This is an optimization exercise on Yosys and OpenROAD, whose aim is small area, a short achievable clock period and few clock cycles per item, not a production implementation. Where RTL was checked, it was by simulation tests only, not by an equivalence proof against the original.

// future_enc
module future_enc(
	input clk,
	input rst,
	input start,
	input [0:63] pt,
	input [0:63] key0,
	input [0:63] key1,
	input [0:63] rc,
	output [0:63] ct,
	output busy,
	output done
	);
For scale: ~1200 cells after synthesis, roughly 330 I/O pins, roughly 15000 µm² of cells after synthesis.
Settings: LEC_CHECK=0, CAP_MARGIN=20, CORE_MARGIN=2, CORE_UTILIZATION=60, CTS_CLUSTER_DIAMETER=150, CTS_CLUSTER_SIZE=24, SETUP_SLACK_MARGIN=1.4, SLEW_MARGIN=20; clock period 4.0 ns.
standard.sh (not shown) runs the stock make flow with config.mk's settings and CLKGATE_MAP_FILE= SYNTH_SCRIPT=/design/flow/synth_recipe.tcl, a recipe that flattens the netlist after the stock synthesis.
==> flow/flow/run.sh <==
#!/bin/bash
# Standard ORFS layout (the standard.sh, standard synthesis unchanged), with the
# port buffers that buffer_ports inserts made the smallest buffer instead of
# the default choice.
set -euo pipefail
bash standard.sh BUFFER_PORTS_ARGS="-buffer_cell sky130_fd_sc_hd__buf_1" SKIP_CTS_REPAIR_TIMING=1 finish > standard.log 2>&1
The starting point finished with timing, DRC and antenna clean.
Testbench counts at the start, summed over its fixed seeds: cycles 1,408, items 128.
Then changed:
SETUP_SLACK_MARGIN = 1.3   (was 1.4)
The changed run finished clean; global-route usage hardly moves; fmax shrinks by 1.5%; hold slack barely changes; wire length shrinks by 1.6%; critical path depth stays the same.
Then changed:
--- a/flow/flow/run.sh
+++ b/flow/flow/run.sh
@@ -6 +6 @@
-bash standard.sh BUFFER_PORTS_ARGS="-buffer_cell sky130_fd_sc_hd__buf_1" SKIP_CTS_REPAIR_TIMING=1 finish > standard.log 2>&1
+bash standard.sh BUFFER_PORTS_ARGS="-buffer_cell sky130_fd_sc_hd__buf_1" finish > standard.log 2>&1
CORE_UTILIZATION = 50   (was 60)
SETUP_SLACK_MARGIN = 1.4   (was 1.3)
Result:
- The new run produced a clean layout
- routed wire length rose by 9.0%
- clock-buffer cell count rose by 1
- cell count rose by 6.8%
Then changed:
--- a/flow/flow/run.sh
+++ b/flow/flow/run.sh
@@ -6 +6 @@
-bash standard.sh BUFFER_PORTS_ARGS="-buffer_cell sky130_fd_sc_hd__buf_1" finish > standard.log 2>&1
+bash standard.sh BUFFER_PORTS_ARGS="-buffer_cell sky130_fd_sc_hd__buf_1" REMOVE_ABC_BUFFERS=1 finish > standard.log 2>&1
CORE_UTILIZATION = 60   (was 50)
SETUP_SLACK_MARGIN = 1.3   (was 1.4)
What happened:
- first-iteration DRC count rises by 3.9%
- worst setup slack degrades by 120 ps
- routed wire length fell by 9.8%
- clock-buffer cell count fell by 1

---

## run A
The RTL this note starts from:
==> flow/design.v <==
`timescale 1ns / 1ps
module sbox(x0,x1,x2,x3,y0,y1,y2,y3);
	input x0,x1,x2,x3;
	output y0,y1,y2,y3;
	wire t2 = (x1 & x3) ^ x2;
	wire t3 = (x0 & t2) ^ x3;
	assign y0 = ~((x0 & t3) ^ x1);
	assign y1 = (y0 & t2) ^ x0;
	assign y2 = t2;
	assign y3 = t3;
endmodule
`timescale 1ns / 1ps
module m(input [0:15] b, output [0:15] c);
	assign c[0]  = b[0]^b[3]^b[7]^b[8]^b[12]^b[15];
	assign c[1]  = b[0]^b[1]^b[4]^b[9]^b[12]^b[13];
	assign c[2]  = b[1]^b[2]^b[5]^b[10]^b[13]^b[14];
	assign c[3]  = b[2]^b[6]^b[7]^b[11]^b[14];
	assign c[4]  = b[0]^b[1]^b[5]^b[11]^b[15];
	assign c[5]  = b[1]^b[2]^b[6]^b[8]^b[12];
	assign c[6]  = b[0]^b[2]^b[3]^b[4]^b[7]^b[9]^b[13];
	assign c[7]  = b[0]^b[3]^b[4]^b[10]^b[11]^b[14]^b[15];
	assign c[8]  = b[1]^b[4]^b[5]^b[8]^b[11]^b[15];
	assign c[9]  = b[2]^b[5]^b[6]^b[8]^b[9]^b[12];
	assign c[10] = b[0]^b[3]^b[4]^b[6]^b[7]^b[9]^b[10]^b[13];
	assign c[11] = b[0]^b[4]^b[7]^b[10]^b[14]^b[15];
	assign c[12] = b[3]^b[7]^b[8]^b[11]^b[12];
	assign c[13] = b[0]^b[4]^b[8]^b[9]^b[13];
	assign c[14] = b[1]^b[5]^b[9]^b[10]^b[14];
	assign c[15] = b[2]^b[3]^b[6]^b[7]^b[10]^b[15];
endmodule
`timescale 1ns / 1ps
module future_enc(
	input clk,
	input rst,
	input start,
	input [0:63] pt,
	input [0:63] key0,
	input [0:63] key1,
	input [0:63] rc,
	output [0:63] ct,
	output busy,
	output done
	);
	reg busy_r, done_r;
	reg [3:0] cnt;
	reg ksel, rcon;    
	reg [0:63] X, K0, K1, R;
	wire load = start & ~busy_r;
	wire last = (cnt == 4'd9);
	function [0:63] srow(input [0:63] x);
		srow = {x[0:3],   x[52:55], x[40:43], x[28:31],
		        x[16:19], x[4:7],   x[56:59], x[44:47],
		        x[32:35], x[20:23], x[8:11],  x[60:63],
		        x[48:51], x[36:39], x[24:27], x[12:15]};
	endfunction
	wire [0:63] sx, mx;
	genvar i;
	generate
		for (i = 0; i < 16; i = i + 1) begin : g_sb
			sbox sb(.x0(X[4*i]),.x1(X[4*i+1]),.x2(X[4*i+2]),.x3(X[4*i+3]),
				.y0(sx[4*i]),.y1(sx[4*i+1]),.y2(sx[4*i+2]),.y3(sx[4*i+3]));
		end
		for (i = 0; i < 4; i = i + 1) begin : g_m
			m mc(.b(sx[16*i +: 16]), .c(mx[16*i +: 16]));
		end
	endgenerate
	wire [0:63] k0r = {K0[0:15], K0[21:63], K0[0:4]};
	wire [0:63] kn = ksel ? k0r : K1;
	wire [0:63] rkn = kn ^ (R & {64{rcon}});
	wire [0:63] nx = srow(mx) ^ rkn;
	assign ct = srow(sx);
	always @(posedge clk) begin
		if (rst) begin
			busy_r <= 1'b0;
			done_r <= 1'b0;
		end else if (load) begin
			busy_r <= 1'b1;
			done_r <= 1'b0;
		end else if (busy_r & last) begin
			busy_r <= 1'b0;
			done_r <= 1'b1;
		end
	end
	always @(posedge clk) begin
		if (busy_r) begin
			cnt <= cnt + 4'd1;
			ksel <= ~ksel;
			rcon <= (cnt != 4'd3) & (cnt != 4'd8);
			X <= nx;
			if (ksel) K0 <= {K0[5:63], K0[0:4]};
		end else begin
			cnt <= 4'd0;
			ksel <= 1'b0;
			rcon <= 1'b1;
			if (start) begin
				X <= pt ^ key0;
				K0 <= key0;
			end
			K1 <= key1;
			R <= rc;
		end
	end
	assign busy = busy_r;
	assign done = done_r;
endmodule
clock: 4.0 ns
lec_check: 0
cap_margin: 20
core_margin: 2
core_utilization: 40
slew_margin: 20
==> flow/flow/run.sh <==
#!/bin/bash
# Standard ORFS layout (the standard.sh, standard synthesis unchanged), with the
# port buffers that buffer_ports inserts made the smallest buffer instead of
# the default choice.
set -euo pipefail
bash standard.sh BUFFER_PORTS_ARGS="-buffer_cell sky130_fd_sc_hd__buf_1" finish > standard.log 2>&1
The inputs of run B differ from those of run A as listed below.
Settings: putting SETUP_SLACK_MARGIN at 1.5 where nothing was set; swapping 40 for 60 in CORE_UTILIZATION.
==> results.txt <==
- Run B | stages: all done | timing, DRC, antenna: all pass
- Re clock buffer count: run A was higher than run B.
- In the flow results for run A and run B, the met2 usage is smaller on run A.
- Against run A, non-clock buffer count in run B rose by more than half.
- Run B: fraction of area in clock buffers and inverters lower than run A
- Against run A as the reference, run B delivers a higher layout overhead on the synthesized area.
- Summary of run B over run A: maximum number of pins on one net before global-route repair went up 6.5%; sequential portion of the cell area has decreased.
- Number of gates given a new drive strength after cts, run A and run B: lower on run A
Here is what was changed in the inputs of run C compared with run B.
Settings: changing CORE_UTILIZATION from 60 to 40; changing SETUP_SLACK_MARGIN from 1.5 to 1.0.
### Flow results
Run C: done, clean on timing, DRC and antenna. Taking run B as the reference point, the number of well-tap cells placed of run C rises by 191. Going from run B to run C, the met1 demand-to-capacity share in global routing was found to have gone down by 14 points. | buffer count excluding the clock tree in the final layout | higher: run B |.
Setup changes, run C to run D
Settings: a change of SETUP_SLACK_MARGIN from 1.0 to 1.5.
==> results.txt <==
- Run D vs. run C: cell area after technology mapping was more or less identical, clock network contribution to total cell area moved down, final core utilization picked up an extra 8.1 points.
- Run C reports its critical path endpoint as ct[31] while run D reports ct[43].
- Fmax | run D vs run C | run D faster
- Of run D and run C, the run reporting the higher share of layout cells above drive strength 1 was run D.
- Run D: total number of vias is 13% higher than what run C reported.
- On run D: wire length is 6.2 mm higher than what run C gave.
- No stage failed in run D, and the final checks on the layout all came back clean.
- Summary of the comparison: number of cells traversed by the worst register-to-register path is higher in run D, relative to run C.
Function was not checked in any run of this note: the RTL went through the layout flow alone.

---

Another version of the RTL of future_enc (not shown whole).
Size in the first run: about 260 flip-flops, ~0.017 sq mm of cells after synthesis.
clock: 4.0 ns
lec_check: 0
cap_margin: 20
core_margin: 2
core_utilization: 55
setup_slack_margin: 1.5
slew_margin: 20
run.sh (not shown) runs the stock make flow with config.mk's settings and CLKGATE_MAP_FILE= SYNTH_SCRIPT=/design/flow/synth_recipe.tcl, a recipe that flattens the netlist after the stock synthesis.
Stock flow here: none of the scripts above is used.
The baseline produced a clean layout.
Testbench counts at the start, summed over its fixed seeds: cycles 1,408, items 128.
Change:
CORE_UTILIZATION = 40   (was 55)
SETUP_SLACK_MARGIN = default   (was 1.5)
Via count decreases by 17%.
Sequential cell count does not change.
Worst setup slack degrades by 0.69 ns.
Fmax decreases by 20%.
Change:
ABC_CLOCK_PERIOD_IN_PS = 2000   (was default)
CORE_UTILIZATION = 55   (was 40)
SETUP_SLACK_MARGIN = 1.5   (was default)
Outcome:
- routed wire length rises by 12%
- setup slack improves by 0.69 ns
- first-iteration DRC count rises by 78%
- fmax rises by 25%

---

Another version of the RTL of future_enc (not shown whole).
Size: about 1,200 cells after synthesis, about 260 flip-flops, ~330 I/O pins, about 15,000 sq um of cells after synthesis.
// future_enc
module future_enc(
	input clk,
	input rst,
	input start,
	input [0:63] pt,
	input [0:63] key0,
	input [0:63] key1,
	input [0:63] rc,
	output [0:63] ct,
	output busy,
	output done
	);
==> flow/config.mk <==
export PLATFORM = sky130hd
export DESIGN_NAME = future_enc
export DESIGN_NICKNAME = future_enc
export VERILOG_FILES = /design/flow/design.v
export SDC_FILE = /design/flow/constraint.sdc
export NUM_CORES = 4
export LEC_CHECK = 0
export CAP_MARGIN = 20
export CORE_MARGIN = 2
export CORE_UTILIZATION = 60
export CTS_BUF_LIST = sky130_fd_sc_hd__clkbuf_8
export SETUP_SLACK_MARGIN = 1.4
export SLEW_MARGIN = 20
export TNS_END_PERCENT = 5
==> flow/constraint.sdc <==
create_clock -name core_clock -period 4.0 [get_ports {clk}]
set_input_delay 0.8000 -clock core_clock [delete_from_list [all_inputs] [get_ports {clk}]]
set_output_delay 0.8000 -clock core_clock [all_outputs]
set_load 0.01 [all_outputs]
standard.sh (not shown) runs the stock make flow with config.mk's settings and CLKGATE_MAP_FILE= SYNTH_SCRIPT=/design/flow/synth_recipe.tcl, a recipe that flattens the netlist after the stock synthesis.
Scripts as last shown in full above: flow/flow/run.sh
Testbench counts at the start, summed over its fixed seeds: cycles 1,408, items 128.
Next try:
CORE_UTILIZATION = 75   (was 60)
CTS_BUF_LIST = unset   (was sky130_fd_sc_hd__clkbuf_8)
CTS_CLUSTER_DIAMETER = 150   (was unset)
CTS_CLUSTER_SIZE = 24   (was unset)
SETUP_SLACK_MARGIN = 1.45   (was 1.4)
TNS_END_PERCENT = unset   (was 5)
What happened:
- The new run went through all stages and came out clean
- first-iteration DRC count climbs by well over a third
- clock-buffer cell count drops by 27
- worst hold slack gains 0.034 ns
- sequential share of layout area drops by 0.52 points
- utilization climbs by 20 points
- maximum frequency drops by a few percent
- setup slack loses 0.16 ns
- final cell count drops by a few percent
Next try:
CORE_UTILIZATION = 40   (was 75)
CTS_CLUSTER_DIAMETER = unset   (was 150)
CTS_CLUSTER_SIZE = unset   (was 24)
SETUP_SLACK_MARGIN = 0.5   (was 1.45)
Final area fell by 3.2%. Non-clock buffer count fell by 107.
Next try:
CORE_UTILIZATION = 60   (was 40)
SETUP_SLACK_MARGIN = 1.3   (was 0.5)
What happened: Wire length went down by about 10%; global-route usage rises by 7.7 points; hold slack loses 0.016 ns; utilization increases by 25 points; die area fell by about 33%; setup slack is better by 0.45 ns.

---

== wip/indigo ==
future_enc again, from the RTL that the note above started with.
// future_enc
module future_enc(
	input clk,
	input rst,
	input start,
	input [0:63] pt,
	input [0:63] key0,
	input [0:63] key1,
	input [0:63] rc,
	output [0:63] ct,
	output busy,
	output done
	);
Settings: LEC_CHECK=0, CAP_MARGIN=20, CORE_MARGIN=2, CORE_UTILIZATION=60, CTS_BUF_LIST=sky130_fd_sc_hd__clkbuf_8, SETUP_SLACK_MARGIN=1.3, SLEW_MARGIN=20; clock period 4.0 ns.
Scripts as last shown in full above: flow/flow/run.sh
Testbench counts of wip/indigo, summed over its fixed seeds: cycles 1,408, items 128.
The inputs of wip/garnet differ from those of wip/indigo as listed below.
- setting CTS_CLUSTER_SIZE to 30 for the first time
- setting CTS_CLUSTER_DIAMETER to 200 for the first time
- removing CTS_BUF_LIST (formerly sky130_fd_sc_hd__clkbuf_8)
Notes after the runs:
- wip/indigo → wip/garnet: clock-buffer cell count lost 37.
- The clock transition at the register clock pins on the worst setup and hold paths after CTS in wip/garnet was higher than what wip/indigo gave.
- From wip/indigo to wip/garnet, horizontal extent of the die did not move at all.
- Sort wip/indigo and wip/garnet by share of cell area taken by flip-flops and latches, ascending, and wip/indigo comes first.
Modified inputs, wip/xenon compared to wip/garnet
- a change of CTS_CLUSTER_DIAMETER from 200 to 150
- a change of CORE_UTILIZATION from 60 to 75
- a change of CTS_CLUSTER_SIZE from 30 to 24
--- outcome ---
Of the two values seen for launching instance or port of the critical path, Y[26] was produced by wip/xenon and ksel by wip/garnet. Measured against each other, wip/xenon and wip/garnet differ in clock skew, the lower figure coming from wip/xenon. wip/xenon vs wip/garnet, total number of placement rows went down by 6. wip/xenon | status: complete | timing, DRC, antenna: pass. wip/garnet has lower utilization after layout than wip/xenon.
diff inputs: wip/xenon => wip/raven
- CORE_UTILIZATION: 75 -> 60
- CTS_CLUSTER_DIAMETER: 150 -> 200
- CTS_CLUSTER_SIZE: 24 -> 20
## What came out
wip/raven vs wip/xenon, launch point of the worst path: Y[25] vs Y[26]
Reported for wip/raven and wip/xenon, count of endpoints failing hold in the final timing report turned out identical to the last digit.
Between wip/raven and wip/xenon, the sequential share of cell area figures differ only marginally.
Going from wip/xenon to wip/raven, routed wire length per instance shrank by a little under 10%.
wip/xenon reports its critical path capture point as Y[15] while wip/raven reports Y[12].
On placed wire-length estimate after detailed placement: wip/raven sits above wip/xenon.
Setup slack at placement sits lower in wip/raven than in wip/xenon.
> inputs changed (wip/raven -> wip/ember)
- a change of SETUP_SLACK_MARGIN from 1.3 to 1.6
- a deleted CTS_CLUSTER_SIZE that had been 20
- a deleted CTS_CLUSTER_DIAMETER that had been 200
[summary]
Diff wip/raven -> wip/ember | post-synthesis to final-layout area growth | increase of 16 points
wip/raven was smaller in final cell area than wip/ember.
When wip/ember is measured against wip/raven, its number of clock buffer instances in the layout turns out 52% higher.
wip/ember vs. wip/raven: fraction of final layout cells sized beyond drive strength 1 went up by 14 points.
Here is what was changed in the inputs of wip/lagoon compared with wip/ember.
- changing CORE_UTILIZATION from 60 to 40
- changing SETUP_SLACK_MARGIN from 1.6 to 1.0
Results
- Relative to wip/ember, count of instances resized after the clock tree is built has gone down in wip/lagoon.
- wip/lagoon vs. wip/ember: number of non-clock inverters in the layout -1.

[separate check: timing with driven ports]
How much do the figures lean on ideal ports? The routed layouts below were timed once more, with nothing changed but the port constraints. Step 1 assumes that a clkbuf_16 drives the clock port and a buf_2 every other input. Step 2 moves the port delays by t, midway between the first and last clock arrival at a register: inputs arrive t later, outputs are due t later. That takes back most of the time a late clock gives input paths. Three values: ideal ports, drivers, drivers and shift; two values: the first two.
| run | t, ns | setup WS [ns] | clock arrival spread, ns | worst data-port slew with drivers (ns) |
|---|---|---|---|---|
| the first run of note 1 | 0.544 | 1.346 / 1.346 / 1.346 | 0.016 / 0.016 | 0.05 |
| the second run of note 1 | 0.538 | 1.305 / 1.305 / 1.305 | 0.021 / 0.021 | 0.05 |
| the third run of note 1 | 0.551 | 1.383 / 1.383 / 1.335 | 0.019 / 0.020 | 0.08 |
| the fourth run of note 1 | 0.546 | 1.260 / 1.260 / 1.260 | 0.016 / 0.016 | 0.08 |
| run A | 0.629 | 0.875 / 0.821 / 1.059 | 0.015 / 0.015 | 0.10 |
| run B | 0.599 | 1.327 / 1.277 / 1.258 | 0.017 / 0.016 | 0.04 |
| run C | 0.601 | 1.070 / 1.014 / 1.274 | 0.022 / 0.022 | 0.08 |
| run D | 0.601 | 1.322 / 1.268 / 1.300 | 0.025 / 0.025 | 0.08 |
| the first run of note 3 | 0.631 | 1.218 / 1.164 / 1.122 | 0.026 / 0.026 | 0.07 |
| the second run of note 3 | 0.586 | 0.526 / 0.471 / 0.945 | 0.024 / 0.024 | 0.09 |
| the third run of note 3 | 0.631 | 1.218 / 1.164 / 1.122 | 0.026 / 0.026 | 0.07 |
| the first run of note 4 | 0.597 | 1.349 / 1.349 / 1.174 | 0.026 / 0.025 | 0.05 |
| the second run of note 4 | 0.557 | 1.188 / 1.188 / 1.188 | 0.036 / 0.036 | 0.07 |
| the third run of note 4 | 0.587 | 0.827 / 0.827 / 0.827 | 0.020 / 0.020 | 0.05 |
| the fourth run of note 4 | 0.597 | 1.279 / 1.279 / 1.142 | 0.017 / 0.017 | 0.05 |
| wip/indigo | 0.609 | 1.289 / 1.289 / 1.145 | 0.020 / 0.020 | 0.04 |
| wip/garnet | 0.546 | 1.337 / 1.337 / 1.143 | 0.024 / 0.024 | 0.04 |
| wip/xenon | 0.551 | 1.248 / 1.248 / 1.248 | 0.018 / 0.018 | 0.06 |
| wip/raven | 0.548 | 1.290 / 1.290 / 1.176 | 0.027 / 0.027 | 0.04 |
| wip/ember | 0.605 | 1.441 / 1.441 / 1.441 | 0.013 / 0.013 | 0.09 |
| wip/lagoon | 0.623 | 1.113 / 1.113 / 1.113 | 0.011 / 0.011 | 0.08 |
After both steps every run listed still meets setup and hold. The setup slack of wip/garnet, which loses most, moves by 0.000 ns with the drivers and by -0.194 ns with both steps.
